Source: an optimization exercise on an open RTL-to-GDS flow (aim: small area, a short achievable clock period and few clock cycles). Production flows keep margins and buffers that such runs may drop. Function was not checked in any run shown here: the RTL went through the layout flow alone. Power figures rest on the tool's default switching activity, not on a simulated workload.

### config.mk
export PLATFORM = sky130hd
export DESIGN_NAME = ALU
export DESIGN_NICKNAME = ALU
export VERILOG_FILES = /design/flow/design.v
export SDC_FILE = /design/flow/constraint.sdc
export NUM_CORES = 4
export LEC_CHECK = 0
export ABC_AREA = 1
export CAP_MARGIN = 20
export CORE_MARGIN = 2
export CORE_UTILIZATION = 40
export SETUP_SLACK_MARGIN = 1.6
export SLEW_MARGIN = 20
### constraint.sdc
create_clock -name core_clock -period 5.0 [get_ports {clk}]
set_input_delay 1.0000 -clock core_clock [delete_from_list [all_inputs] [get_ports {clk}]]
set_output_delay 1.0000 -clock core_clock [all_outputs]
set_load 0.01 [all_outputs]
### design.v
module ALU(
    clk,
    rst_n,
    valid,
    ready,
    mode,
    in_A,
    in_B,
    out
);
    input         clk, rst_n;
    input         valid;
    input  [1:0]  mode;  
    output        ready;
    input  [31:0] in_A, in_B;
    output [63:0] out;
    localparam S_IDLE = 3'd0;
    localparam S_PREP = 3'd1;
    localparam S_MUL  = 3'd2;
    localparam S_DIV  = 3'd3;
    localparam S_DONE = 3'd4;
    reg  [2:0]  state;
    reg         isdiv;     
    reg         swap;      
    reg         fin;       
    reg         fill;      
    reg         odd;       
    reg  [4:0]  cnt;       
    reg  [63:0] X;         
    reg  [31:0] Y;         
    assign ready = (state == S_DONE);
    assign out   = X;
    function [5:0] clz32;
        input [31:0] v;
        reg   [3:0]  nib;
        reg   [1:0]  pos;
        integer      k;
        begin
            clz32 = 6'd32;
            for (k = 0; k < 8; k = k + 1) begin
                nib = v[4*k +: 4];
                pos = nib[3] ? 2'd0 : nib[2] ? 2'd1 : nib[1] ? 2'd2 : 2'd3;
                if (|nib) clz32 = {1'b0, 3'd7 - k[2:0], pos};
            end
        end
    endfunction
    wire [5:0]  za   = clz32(in_A);
    wire [5:0]  zb   = clz32(in_B);
    wire        bsh  = (zb > za);               
    wire [5:0]  zm   = bsh ? zb : za;           
    wire [5:0]  msh  = zm + {5'd0, zm[0]};
    wire [4:0]  dsh  = zb[4:0] - za[4:0];       
    wire [31:0] sin  = (isdiv | swap) ? Y : X[31:0];
    wire [31:0] shl  = sin << cnt;
    wire [31:0] C    = swap ? X[31:0] : Y;      
    function [32:0] add32;
        input [31:0] a, b;
        input        ci;
        reg   [31:0] g, p, gn, pn;
        integer      l, i, j;
        begin
            p = a ^ b;
            g = a & b;
            g[0] = g[0] | (p[0] & ci);
            for (l = 0; l < 5; l = l + 1) begin
                gn = g; pn = p;
                for (i = 0; i < 32; i = i + 1)
                    if ((i >> l) & 1) begin
                        j = ((i >> l) << l) - 1;
                        gn[i] = g[i] | (p[i] & g[j]);
                        pn[i] = p[i] & p[j];
                    end
                g = gn; p = pn;
            end
            add32 = {g[31], a ^ b ^ {g[30:0], ci}};
        end
    endfunction
    function [31:0] inc32;
        input [31:0] a;
        input        ci;
        reg   [31:0] p, pn;
        integer      l, i, j;
        begin
            p = a;
            for (l = 0; l < 5; l = l + 1) begin
                pn = p;
                for (i = 0; i < 32; i = i + 1)
                    if ((i >> l) & 1) begin
                        j = ((i >> l) << l) - 1;
                        pn[i] = p[i] & p[j];
                    end
                p = pn;
            end
            inc32 = a ^ ({p[30:0], 1'b1} & {32{ci}});
        end
    endfunction
    function [34:0] add34;
        input [33:0] a, b;
        reg   [33:0] g, p, gn, pn;
        integer      l, i, j;
        begin
            p = a ^ b;
            g = a & b;
            for (l = 0; l < 6; l = l + 1) begin
                gn = g; pn = p;
                for (i = 0; i < 34; i = i + 1)
                    if ((i >> l) & 1) begin
                        j = ((i >> l) << l) - 1;
                        gn[i] = g[i] | (p[i] & g[j]);
                        pn[i] = p[i] & p[j];
                    end
                g = gn; p = pn;
            end
            add34 = {g[33], a ^ b ^ {g[32:0], 1'b0}};
        end
    endfunction
    function [29:0] inc30;
        input [29:0] a;
        input        ci;
        reg   [29:0] p, pn;
        integer      l, i, j;
        begin
            p = a;
            for (l = 0; l < 5; l = l + 1) begin
                pn = p;
                for (i = 0; i < 30; i = i + 1)
                    if ((i >> l) & 1) begin
                        j = ((i >> l) << l) - 1;
                        pn[i] = p[i] & p[j];
                    end
                p = pn;
            end
            inc30 = a ^ ({p[28:0], 1'b1} & {30{ci}});
        end
    endfunction
    wire [33:0] m0   = {X[31:0], 2'b00};
    wire [33:0] m1   = {1'b0, Y & {32{X[63]}}, 1'b0};
    wire [33:0] m2   = {2'b00, Y & {32{X[62]}}};
    wire [33:0] ms   = m0 ^ m1 ^ m2;
    wire [33:0] mk   = (m0 & m1) | (m0 & m2) | (m1 & m2);
    wire [34:0] madd = add34(ms, {mk[32:0], 1'b0});
    wire [29:0] mhi  = inc30(X[61:32], madd[34] | mk[33]);
    wire [33:0] mlo  = madd[33:0];
    wire [32:0] dadd = add32(X[63:32], ~Y, 1'b1);
    wire [31:0] dsub = dadd[31:0];
    wire        q    = dadd[32];                
    always @(posedge clk or negedge rst_n) begin
        if (!rst_n) begin
            state <= S_IDLE;
        end else begin
            case (state)
                S_IDLE: if (valid) state <= mode[1] ? S_DONE : S_PREP;
                S_PREP: state <= fin ? S_DONE : (isdiv ? S_DIV : S_MUL);
                S_MUL, S_DIV: if (&cnt) state <= S_DONE;
                default: state <= S_IDLE;
            endcase
        end
    end
    always @(posedge clk) begin
        case (state)
            S_PREP: begin
                if (isdiv) begin
                    cnt <= ~cnt;
                    Y   <= shl;
                    X   <= {X[63:32], {32{fill}}};
                end else begin
                    cnt <= {1'b1, cnt[4:1]};
                    Y   <= C;
                    X   <= {fin ? 32'd0 : shl, (odd & ~fill) ? C : 32'd0};
                end
            end
            S_MUL: begin
                cnt <= cnt + 5'd1;
                X   <= {mhi, mlo};
            end
            S_DIV: begin
                cnt <= cnt + 5'd1;
                Y   <= Y >> 1;
                X   <= {q ? dsub : X[63:32], X[30:0], q};
            end
            default: begin  
                isdiv <= mode[0];
                swap  <= bsh;
                if (mode[0]) begin
                    cnt  <= dsh;
                    fin  <= (za > zb) | zb[5];
                    fill <= zb[5];
                end else begin
                    cnt  <= msh[4:0];
                    odd  <= zm[0];
                    fin  <= (zm >= 6'd31);
                    fill <= zm[5];
                end
                Y <= in_B;
                X <= {mode[1] ? 32'd0 : in_A,
                      (mode == 2'd2) ? (in_A & in_B) :
                      (mode == 2'd3) ? (in_A | in_B) : in_A};
            end
        endcase
    end
endmodule
### flow/run.sh
#!/bin/bash
# The standard layout, with each input and output port buffered by the
# platform's smallest buffer instead of the delay buffer buffer_ports picks.
set -euo pipefail
export BUFFER_PORTS_ARGS="-buffer_cell sky130_fd_sc_hd__buf_1"
bash standard.sh > layout.log 2>&1
### standard.sh
#!/bin/bash
# synth_recipe.tcl (not shown) runs the flow's synth.tcl, then flattens the netlist and writes it again
# the make line also repeats each setting of config.mk as NAME=value (left out here)
make -C /OpenROAD-flow-scripts/flow DESIGN_CONFIG=/design/flow/config.mk WORK_HOME=/design/flow/orfs CLKGATE_MAP_FILE= SYNTH_SCRIPT=/design/flow/synth_recipe.tcl "${@:-finish}"
==> results.yml, run 1 <==
run_status:
  status: "no timing/DRC/antenna violations"
yosys:
  synth_edf_count: 69
  synth.net_count: 2383
  synth.top_cell.area_share_pct: 16.25
  synth_common_cells: "nand2_1 (602), inv_1 (322), nand3_1 (152)"
  synth_area_leaders: "nand2_1 (16%), edfxtp_1 (15%), inv_1 (8.7%)"
  yosysWarnings: 1
  ys_ff_latch: 109
  avgSynthCellArea_um2: 6.334
  yosysMostFrequentCell: "nand2_1"
  synth-seq-area-share_pct: 20.77
  ys.flop_type: "edfxtp_1"
  async_reset_ff_share_pct: 2.752
  synth_area_um2: 13900
  ys_types: 62
  synth.largest_area_cell: "nand2_1"
  syn-instance-count: 2195
sta:
  max_freq_mhz: 251.5
  period_minus_slack_ns: 3.976
  slew_viol_final: 0
  slew_headroom_pct: 27.59
  final-hold-violation-count: 0
  worst_pin_slew_ns: 1.085
  tns_ns: 0
  fin_ws_ns: 1.024
  fin_worst_skew_ns: 0.01529
  finalCritPeriodShare_pct: 79.52
  report.final.setup_viol: 0
  rsz0062_at_grt: "true"
global_routing:
  gr-total-overflow: 0
  busiest_layer: "met2"
  grt_pass1_wl_um: 93410
  track_usage_pct: 34.20
  grt_max_degree: 67
  met2_usage_pct: 50.87
  grt.met3_usage_pct: 7.269
  grt_pass1_vias: 15582
  met1_usage_pct: 48.29
  antenna_found_initial: 0
setup_path:
  cp-start-kind: "flop"
  cp.required_ns: 5.08
  crit_type: "flop to flop"
  cp.arrival_ns: 4.06
  endpoint_kind: "flop"
  worstPathMaxFanout: 6
layout:
  n_fill_cell: 3476
  drive_gt1_share_pct: 19.86
  diodes: 0
  final_nets: 2605
  syn2layout_area_growth_pct: 26.08
  stdcell_count: 2877
  final_area_um2: 17530
place:
  dp_hpwl_um: 45830
  dpl.cell_count: 2717
  place_congestion: 1.040
  postPlaceCellArea_um2: 14990
  numPortBuffers: 133
  pre_cts_slack_ns: 0.7271
detailed_routing:
  routed_wl_um: 63570
  drt_iter0_markers: 2486
  drtAntennaViolNets: 0
  wl_per_cell_um: 22.10
  vias: 17019
  viasPerCell: 5.916
  first_pass_iters: 9
  drcViolationCount: 0
power:
  power_mw: 12.94
  peakVddDrop_uv: 269.5
  p_leak_nw: 7.957
  power.density_nw_per_um2: 738.1
floorplan:
  io_pins: 134
  die-area_um2: 36260
  dieHeight_um: 190.4
  start_util_pct: 40.44
  die_w_um: 190.4
  core_um2: 34370
  std_cell_rows: 68
job:
  maxCapViolCount: 0
min_path:
  hold_path_class: "primary input to async pin"
clock_tree:
  cts_max_level: 3
  tritoncts: "built"
  path_clk_slew_ns: 0.09
  cts_buffers: 9
  hold_buffers: 0
  clock-root-buffer: "clkbuf_16"
  cts_buffer_depth: 2
  cts_sinks: 109
  clk_latency_ns: 0.39
==> per-stage QoR <==
| stage | hold slack [ns] | util, % |
|---|---|---|
| floorplan | 0.4974 | - |
| global placement | 0.5519 | 43.62 |
| detailed placement | 0.5460 | 43.62 |
| CTS | 0.3996 | 48.97 |
| global route | 0.4121 | 50.99 |
| finish | 0.3951 | 50.99 |
==> worst max-delay path, stage by stage (launching register included) <==
cell and delay [ns]:
edfxtp_1 0.42, buf_6 0.12, buf_8 0.13, buf_16 0.13, buf_4 0.13, nand2_1 0.07
fa_1 0.50, inv_1 0.05, ha_1 0.31, inv_1 0.07, nor3_1 0.34, nand2_4 0.09
nand2_4 0.10, nand3_4 0.07, nand3_4 0.10, inv_2 0.04, fa_2 0.57, o22a_1 0.27
o221ai_2 0.15
==> flip-flops by register name, summed over array words and instances, names as in the netlist <==
register,count
fin,1
Y,32
odd,1
cnt,5
swap,1
state,3
X,64
isdiv,1
fill,1
==> layout by cell type (no fill, tap or decap), types with 15 or more instances in the layout <==
cell and instances:
nand3_1 131, nor3_1 23, buf_2 20, nand2_2 42, inv_2 40, buf_1 100
o21ai_0 124, nor2_2 15, ha_1 64, o21ai_1 87, fa_1 35, nand3_2 18
o2111ai_1 19, dfxtp_1 37, buf_6 23, a21oi_1 126, buf_4 152, nand4_1 28
o221ai_1 25, edfxtp_1 69, nand2_1 557, o211ai_1 38, a21oi_2 16, inv_1 278
nor2_1 94
==> where the power goes <==
part           total (mW)  leakage [nW]  internal [mW]  switching, mW
Combinational        10.0          6.72           3.45           6.59
Clock               0.759         0.138          0.356          0.403
Sequential           2.14          1.10           1.54          0.603
Total                12.9          7.96           5.34           7.59
==> logic make-up after synthesis <==
family                   synth area share [%]
XOR/XNOR                               0.5670
AO/OA/AOI/OAI                           22.40
adder cells (fa/ha/maj)                 12.92
multiplexers                           0.2880
AND/OR/NAND/NOR                         30.85
flip-flops                              20.77
buffers and inverters                   12.20
==> metal layers <==
layer  wire length (um)  vias to the layer above  share of wire, %
met5                  0                        -                 0
met4               2637                        0               4.1
met3               8033                      209                13
met2              26770                     1135                42
met1              26130                     7878                41
li1                   -                     7797                 -
==> layout make-up <==
cell class / count / area [um2] / share of cell area (%)
tap: 455 / 569.3 / 3.248
timing repair buffer: 312 / 2190 / 12.49
clock buffer: 11 / 242.7 / 1.385
multi-input combinational: 1652 / 10320 / 58.88
inverter: 333 / 1286 / 7.338
sequential: 109 / 2888 / 16.48
clock inverter: 5 / 32.53 / 0.1856
==> path summary, 6_finish.rpt <==
check | startpoint | to | slack, ns | cells after the start
setup reg to reg | X[62] | X[32] | 1.02 | 18
max in group asynchronous | rst_n | state[0] | 4.46 | 1
hold / removal | rst_n | state[1] | 0.40 | 1
setup / recovery | X[62] | X[32] | 1.02 | 18
min in group core_clock | X[2] | X[3] | 0.57 | 2
hold reg to reg | X[2] | X[3] | 0.57 | 2
==> repair_timing <==
action                                  in CTS  in global routing
pin swaps                                   56                 62
cloned                                       2                  1
gates resized for setup                    200                135
endpoints found under the setup margin      89                108
buffers inserted                           117                 24
==> run 2: changes to the inputs <==
==> design.v (replaced) <==
module ALU(
    clk,
    rst_n,
    valid,
    ready,
    mode,
    in_A,
    in_B,
    out
);
    input         clk, rst_n;
    input         valid;
    input  [1:0]  mode;  
    output        ready;
    input  [31:0] in_A, in_B;
    output [63:0] out;
    localparam S_IDLE = 2'd0;
    localparam S_MUL  = 2'd1;
    localparam S_DIV  = 2'd2;
    localparam S_DONE = 2'd3;
    reg  [1:0]  state;
    reg  [4:0]  cnt;       
    reg  [63:0] X;
    reg  [31:0] Y;         
    assign ready = (state == S_DONE);
    assign out   = X;
    function [5:0] clz32;
        input [31:0] v;
        reg   [3:0]  nib;
        reg   [1:0]  pos;
        integer      k;
        begin
            clz32 = 6'd32;
            for (k = 0; k < 8; k = k + 1) begin
                nib = v[4*k +: 4];
                pos = nib[3] ? 2'd0 : nib[2] ? 2'd1 : nib[1] ? 2'd2 : 2'd3;
                if (|nib) clz32 = {1'b0, 3'd7 - k[2:0], pos};
            end
        end
    endfunction
    wire [5:0]  za   = clz32(in_A);
    wire [5:0]  zb   = clz32(in_B);
    wire        swap = (zb > za);               
    wire [5:0]  zm   = swap ? zb : za;          
    wire [4:0]  drot = za[4:0] + ~zb[4:0];
    wire        dfin = (za > zb) | zb[5];       
    wire        mfin = (zm >= 6'd31);           
    wire [31:0] rin  = (~mode[0] & swap) ? in_B : in_A;
    wire [4:0]  ramt = mode[0] ? drot : zm[4:0];
    wire [63:0] rdbl = {rin, rin} << ramt;
    wire [31:0] rot  = rdbl[63:32];             
    wire [31:0] tm   = ~(32'hFFFF_FFFF << drot);  
    wire [31:0] C    = swap ? in_A : in_B;      
    wire        isdiv = (state == S_DIV);
    wire [31:0] a_in = {X[30:0], isdiv & X[63]};
    wire [31:0] b_in = isdiv ? ~Y : (Y & {32{X[63]}});
    wire [32:0] sum  = {1'b0, a_in} + {1'b0, b_in} + {32'd0, isdiv};
    wire        q    = X[31] | sum[32];
    wire        cm   = sum[32] & ~isdiv;
    wire [31:0] uinc = X[62:31] + {31'd0, cm};
    wire [31:0] U    = {uinc[31:1], isdiv ? q : uinc[0]};
    wire [31:0] L    = (isdiv & ~q) ? a_in : sum[31:0];
    wire        last = &cnt;
    always @(posedge clk or negedge rst_n) begin
        if (!rst_n) begin
            state <= S_IDLE;
        end else begin
            case (state)
                S_IDLE: if (valid) begin
                    if (mode[1])      state <= S_DONE;
                    else if (mode[0]) state <= dfin ? S_DONE : S_DIV;
                    else              state <= mfin ? S_DONE : S_MUL;
                end
                S_MUL, S_DIV: if (last) state <= S_DONE;
                default: state <= S_IDLE;
            endcase
        end
    end
    always @(posedge clk) begin
        case (state)
            S_MUL, S_DIV: begin
                cnt <= cnt + 5'd1;
                if (isdiv & last) X <= {L, U};
                else              X <= {U, L};
            end
            default: begin  
                if (mode[1]) begin
                    X <= {32'd0, mode[0] ? (in_A | in_B) : (in_A & in_B)};
                end else if (mode[0]) begin
                    cnt <= drot;
                    Y   <= in_B;
                    if (dfin) X <= {in_A, {32{zb[5]}}};
                    else      X <= {rot & ~tm, rot & tm};
                end else begin
                    cnt <= zm[4:0] + 5'd1;
                    Y   <= C;
                    X   <= {rot[30:0], 1'b0, zm[5] ? 32'd0 : C};
                end
            end
        endcase
    end
endmodule
==> run.sh (new file) <==
#!/bin/bash
# synth_recipe.tcl (not shown) runs the flow's synth.tcl, then flattens the netlist and writes it again
# the make line also repeats each setting of config.mk as NAME=value (left out here)
make -C /OpenROAD-flow-scripts/flow DESIGN_CONFIG=/design/flow/config.mk WORK_HOME=/design/flow/orfs CLKGATE_MAP_FILE= SYNTH_SCRIPT=/design/flow/synth_recipe.tcl finish
--- a/config.mk
+++ b/config.mk
@@ -7,3 +7,2 @@
 export LEC_CHECK = 0
-export ABC_AREA = 1
 export CAP_MARGIN = 20
@@ -11,3 +10,2 @@
 export CORE_UTILIZATION = 40
-export SETUP_SLACK_MARGIN = 1.6
 export SLEW_MARGIN = 20
removed: flow/run.sh
removed: standard.sh
==> results.yml, run 2 <==
sta:
  period_minus_slack_ns: 5.462
  rsz0062_at_grt: "true"
  fin_ws_ns: -0.4616
  fin_hold_ws_ns: 0.6133
  slew_headroom_pct: 24.91
  max_freq_mhz: 183.1
  final-hold-violation-count: 0
  slew_viol_final: 0
  report.final.setup_viol: 63
  finalCritPeriodShare_pct: 109.2
  worst_pin_slew_ns: 1.126
  fin_worst_skew_ns: 0.009534
layout:
  top_register: "X"
  layout.area.seq_um2: 2442
  mostFrequentLayoutCells: "buf_4 (503), nand2_1 (224), nor2_1 (107), o21ai_0 (96), a21oi_1 (96)"
  largest_reg_flops: 64
  syn2layout_area_growth_pct: 69.63
  final_nets: 2482
  n_fill_cell: 2708
  reg_top3: "X (64), Y (32), cnt (5)"
  multi_input_area_um2: 12320
  mostFrequentLayoutCell: "buf_4"
  drive_gt1_share_pct: 44.24
yosys:
  syn-instance-count: 1771
  synth.largest_area_cell: "dfxtp_1"
  synth-seq-area-share_pct: 18.71
  synth_common_cells: "nand2_1 (251), nor2_1 (129), a21oi_1 (128)"
  async_reset_ff_share_pct: 1.942
  synth.top_cell.area_share_pct: 9.814
  yosysWarnings: 1
  synth_edf_count: 37
  yosysMostFrequentCell: "nand2_1"
  synth_area_um2: 13060
  synth.net_count: 1889
  ys_ff_latch: 103
  synth_area_leaders: "dfxtp_1 (9.8%), edfxtp_1 (8.5%), nand2_1 (7.2%)"
  avgSynthCellArea_um2: 7.372
  ys.flop_type: "dfxtp_1"
  ys_types: 85
floorplan:
  start_util_pct: 40.33
  std_cell_rows: 66
  die_w_um: 184.7
  dieHeight_um: 184.7
  core_um2: 32370
  io_pins: 134
  die-area_um2: 34100
setup_path:
  crit_slowest_cell: "or4_4"
  crit_type: "primary input to flop"
  cp_top_family: "simple AND/OR/NAND/NOR gates"
  cpMostUsedCell: "buf_6"
  cpPeakStageDelay_ns: 0.54
  cp.required_ns: 5.29
  path_buf_inv: 6
  worstPathCellList: "buf_6, or4_4, or2_1, or3_4, ha_4, or3_4, o22a_4, or3_4, nor3_4, buf_6, nor2_4, buf_6, a221oi_2, buf_4, a21oi_4, mux4_2, buf_6, mux2i_4, buf_6, nand2_4, nand3_4"
  worstPathMaxFanout: 6
  cp.arrival_ns: 5.75
  cp-start-kind: "primary input"
  endpoint_kind: "flop"
power:
  power_mw: 11.36
  p_leak_nw: 9.103
  peakVddDrop_uv: 348.8
  power.density_nw_per_um2: 512.9
clock_tree:
  clock-root-buffer: "clkbuf_16"
  path_clk_slew_ns: 0.07
  cts_buffers: 9
  cts_sinks: 103
  tritoncts: "built"
  clk_latency_ns: 0.37
  hold_buffers: 0
  cts_max_level: 3
  cts_buffer_depth: 2
detailed_routing:
  wl_per_cell_um: 27.74
  vias: 18087
  first_pass_iters: 9
  drcViolationCount: 0
  drt_iter0_markers: 2219
  drtAntennaViolNets: 0
  routed_wl_um: 78040
  viasPerCell: 6.430
place:
  place_congestion: 1.052
  pre_cts_slack_ns: -1.315
  dp_hpwl_um: 60080
  numPortBuffers: 133
global_routing:
  grt_pass1_vias: 17101
  track_usage_pct: 44.29
  antenna_found_initial: 6
  grt_max_degree: 92
  grt_pass1_wl_um: 110900
  gr-total-overflow: 0
job:
  maxCapViolCount: 0
run_status:
  status: "finished with violations"
  violatedChecks: "negative setup slack"
min_path:
  hold_path_class: "flop to flop"
==> run 2: power by group <==
part	switching [mW]	internal [mW]
Sequential	0.418	1.30
Clock	0.350	0.396
Combinational	4.94	3.96
Total	5.71	5.65
==> run 2: final cells by class <==
| cell class | instances | area share, % |
|---|---|---|
| repair buffers | 730 | 28.74 |
| clock inverters | 7 | 0.3673 |
| well taps | 442 | 2.497 |
| flip-flops and latches | 103 | 11.03 |
| clock buffers | 9 | 1.017 |
| multi-input cells | 1478 | 55.61 |
| inverters | 42 | 0.7119 |
| diodes | 2 | 0.02260 |
==> run 2: layer usage <==
layer	GRT usage (%)	routed length, um
met5	0	50
met4	32.86	7022
met3	9.326	7732
met2	68.74	33930
met1	54.05	29300
==> run 2: path summary, 6_finish.rpt <==
| kind | cells after the start | endpoint | start | slack (ns) |
|---|---|---|---|---|
| setup / recovery | 21 | X[54] | in_B[5] | -0.46 |
| hold / removal | 3 | state[0] | state[0] | 0.61 |
| setup reg to reg | 22 | X[5] | state[1] | 0.01 |
| hold reg to reg | 3 | state[0] | state[0] | 0.61 |
| max in group asynchronous | 1 | state[1] | rst_n | 4.09 |
| min in group asynchronous | 1 | state[0] | rst_n | 0.79 |
==> run 2: logic make-up after synthesis <==
family / synth area share [%]
buffers and inverters: 6.057
and+or+nand+nor: 20.86
muxes: 10.94
adders and majority gates: 6.939
xor gates and xnor gates: 4.428
DFF: 18.71
AOI/OAI and AO/OA: 32.06
==> run 2: worst reg2reg max path: cells and delay by family, from the launching register on <==
kind                       cells  cell delay, ns
DFF                            1            0.42
adders and majority gates      3            0.83
and+or+nand+nor                3            0.35
buffers and inverters          6            0.96
AOI/OAI and AO/OA              8            1.80
muxes                          2            0.50
==> run 2: repair_timing <==
action	in CTS	in global routing
pin swaps	118	110
setup buffers	50	62
cloned	3	2
hold endpoints to repair	0	0
setup endpoints to repair	67	65
resized for setup	395	254
==> run 2: metrics by stage <==
stage          util, %  instance area [um2]  std cells  TNS, ns
6_report         68.41                22150       2813   -18.37
3_5_place_dp     57.09                18480       2690   -70.66
4_1_cts          63.04                20410       2752   -13.86
3_3_place_gp     57.09                18480       2690   -71.21
5_1_grt          68.39                22140       2811   -28.37
2_1_floorplan        -                13400       1771   -11.73
==> run 3: changes to the inputs <==
--- a/config.mk
+++ b/config.mk
@@ -10,2 +10,3 @@
 export CORE_UTILIZATION = 40
+export SETUP_SLACK_MARGIN = 1.0
 export SLEW_MARGIN = 20
==> results.yml, run 3 <==
yosys:
  synth_area_leaders: "dfxtp_1 (9.8%), edfxtp_1 (8.5%), nand2_1 (7.2%)"
  syn-instance-count: 1771
  synthXorXnorAreaFrac_pct: 4.428
  synthMuxAreaShare_pct: 10.94
  yosysWarnings: 1
  synth.net_count: 1889
  synth_fa_ha_area_share_pct: 6.939
  yosysMostFrequentCell: "nand2_1"
  avgSynthCellArea_um2: 7.372
  synthSimpleGateAreaFrac_pct: 20.86
  synth_top_family_by_area: "compound AO/OA/AOI/OAI gates"
  ys.flop_type: "dfxtp_1"
  synth_common_cells: "nand2_1 (251), nor2_1 (129), a21oi_1 (128)"
  synth_edf_count: 37
  synth.largest_area_cell: "dfxtp_1"
  ys_ff_latch: 103
  synth_compound_area_share_pct: 32.06
  synth.top_cell.area_share_pct: 9.814
  async_reset_ff_share_pct: 1.942
  synth-seq-area-share_pct: 18.71
  ys_types: 85
  synth_area_um2: 13060
layout:
  top_register: "X"
  fin_util_pct: 70.18
  drive_gt1_share_pct: 46.19
  reg_top3: "X (64), Y (32), cnt (5)"
  mostFrequentLayoutCell: "buf_4"
  syn2layout_area_growth_pct: 74.03
  final_nets: 2544
  mostFrequentLayoutCells: "buf_4 (546), nand2_1 (224), nor2_1 (110), a21oi_1 (96), buf_6 (87)"
  largest_reg_flops: 64
  final_area_um2: 22720
sta:
  fin_ws_ns: -0.6488
  report.final.setup_viol: 63
  worst_pin_slew_ns: 1.137
  max_freq_mhz: 177.0
  rsz0062_at_grt: "true"
  final-hold-violation-count: 0
  fin_hold_ws_ns: 0.6088
  period_minus_slack_ns: 5.649
  slew_viol_final: 0
  slew_headroom_pct: 23.24
  fin_worst_skew_ns: 0.01325
  finalCritPeriodShare_pct: 113.0
job:
  maxCapViolCount: 0
floorplan:
  io_pins: 134
  core_um2: 32370
  die_w_um: 184.7
  dieHeight_um: 184.7
  start_util_pct: 40.33
  std_cell_rows: 66
  die-area_um2: 34100
place:
  postPlaceCellArea_um2: 19030
  place_congestion: 1.129
  dp_hpwl_um: 61740
  pre_cts_slack_ns: -1.630
  numPortBuffers: 133
power:
  peakVddDrop_uv: 307.2
  p_leak_nw: 9.430
  power.density_nw_per_um2: 519.4
clock_tree:
  cts_sinks: 103
  cts_buffers: 9
  clock-root-buffer: "clkbuf_16"
  clk_latency_ns: 0.37
  cts_buffer_depth: 2
  cts_max_level: 3
  path_clk_slew_ns: 0.08
  tritoncts: "built"
  hold_buffers: 0
setup_path:
  crit_type: "primary input to flop"
  rr_startpoint: "state[1]"
  cp-start-kind: "primary input"
  endpoint_kind: "flop"
  cp.arrival_ns: 5.90
  setup.worst_path.start: "in_B[19]"
  cp.required_ns: 5.25
  reg2regPathDepth: 27
  worstPathMaxFanout: 4
detailed_routing:
  drcViolationCount: 0
  viasPerCell: 6.387
  drtAntennaViolNets: 0
  routed_wl_um: 79890
  first_pass_iters: 6
  drt_iter0_markers: 2316
  vias: 18355
  wl_per_cell_um: 27.80
min_path:
  min_from: "cnt[0]"
  hold_path_class: "flop to flop"
  holdPathStages: 1
global_routing:
  grt_max_degree: 74
  track_usage_pct: 45.50
  grt_pass1_wl_um: 113200
  grt_pass1_vias: 17388
  gr-total-overflow: 0
  antenna_found_initial: 5
run_status:
  violatedChecks: "negative setup slack"
  status: "finished with violations"
## run 3: kinds of logic (layout without fill, tap and decap cells)
family	Yosys count	after routing
DFF	103	103
buffers and inverters	190	850
other	0	1
adders and majority gates	76	76
xor gates and xnor gates	66	66
muxes	134	134
AOI/OAI and AO/OA	609	609
and+or+nand+nor	593	593
## run 3: path summary, 6_finish.rpt
| path | end | slack, ns |
|---|---|---|
| setup / recovery | X[58] | -0.65 |
| hold reg to reg | cnt[0] | 0.61 |
| hold / removal | cnt[0] | 0.61 |
| min in group asynchronous | state[1] | 0.78 |
| max in group asynchronous | state[0] | 4.10 |
| setup reg to reg | X[62] | -0.04 |
## run 3: metal layers
layer,track usage (%),share of wire (%),up-vias
met5,0,0.056,-
met4,32.92,9.3,6
met3,9.109,10,417
met2,73.07,44,1305
met1,54.15,37,8634
li1,-,-,7993
## run 3: report_power, final
group | internal (mW) | leakage [nW] | switching [mW]
Combinational | 4.21 | 8.35 | 5.02
Clock | 0.483 | 0.169 | 0.352
Sequential | 1.30 | 0.913 | 0.436
Total | 5.99 | 9.43 | 5.81
## run 3: what timing repair did
| item | CTS | global route |
|---|---|---|
| setup endpoints to repair | 103 | 103 |
| pin swaps | 139 | 99 |
| cloned | 6 | 1 |
| resized for setup | 482 | 215 |
| buffers inserted | 53 | 40 |
## run 3: final cells by class
cell class	count	area, um2
tap	442	553.0
clock inverter	2	38.79
inverter	42	160.2
antenna	1	2.502
sequential	103	2442
fill	2637	9652
clock buffer	14	307.8
multi-input combinational	1478	12350
timing repair buffer	792	6869
## run 3: metrics by stage
step,setup TNS [ns],std cells,power (mW)
after floorplan,-12.19,1771,5.651
after global placement,-79.32,2757,9.390
after detailed placement,-81.74,2757,9.484
after CTS,-20.21,2832,11.13
after global routing,-38.44,2873,12.28
final,-31.88,2874,11.80
## run 3: worst max-delay path, cell delays in order
cell	delay [ns]
buf_6	0.09
or4_4	0.57
a221oi_2	0.19
nand3b_1	0.17
a311oi_4	0.40
nor3_2	0.10
buf_4	0.16
inv_2	0.06
ha_4	0.13
inv_2	0.04
fa_2	0.56
nor2_4	0.05
a221o_2	0.39
buf_12	0.17
buf_8	0.13
buf_4	0.14
mux2i_4	0.20
buf_6	0.15
a22oi_2	0.15
nand2_1	0.11
mux4_2	0.58
a22oi_2	0.16
o22a_1	0.15
nand2_1	0.06

==> separate check: timing with driven ports <==
No port has a modelled driver above. Below, the same layouts with a new extraction and two added sets of constraints.
Step 1 sets driving cells, clkbuf_16 on the clock port and buf_2 on the other inputs (assumed; they add their load-dependent delay and slew).
Step 2 adds t to the input delays and takes it off the output delays; t is the mean of the earliest and latest rising clock arrival at the registers after step 1. Input paths then give back, and output paths get back, about the clock's delay inside the block.
Three values: ideal ports, drivers, drivers and shift; two values: the first two.
| run | shift t [ns] | slack for setup (ns) | hold slack, ns | cell pins on the clock port's net |
|---|---|---|---|---|
| run 1 | 0.432 | 1.024 / 1.024 / 0.931 | 0.395 / 0.363 / 0.572 | 1 |
| run 2 | 0.416 | -0.462 / -0.449 / -0.866 | 0.613 / 0.613 / 0.613 | 1 |
| run 3 | 0.412 | -0.649 / -0.632 / -1.045 | 0.609 / 0.609 / 0.609 | 1 |
For run 2, which loses most, drivers alone change the setup slack by +0.013 ns; drivers and shift together by -0.404 ns.
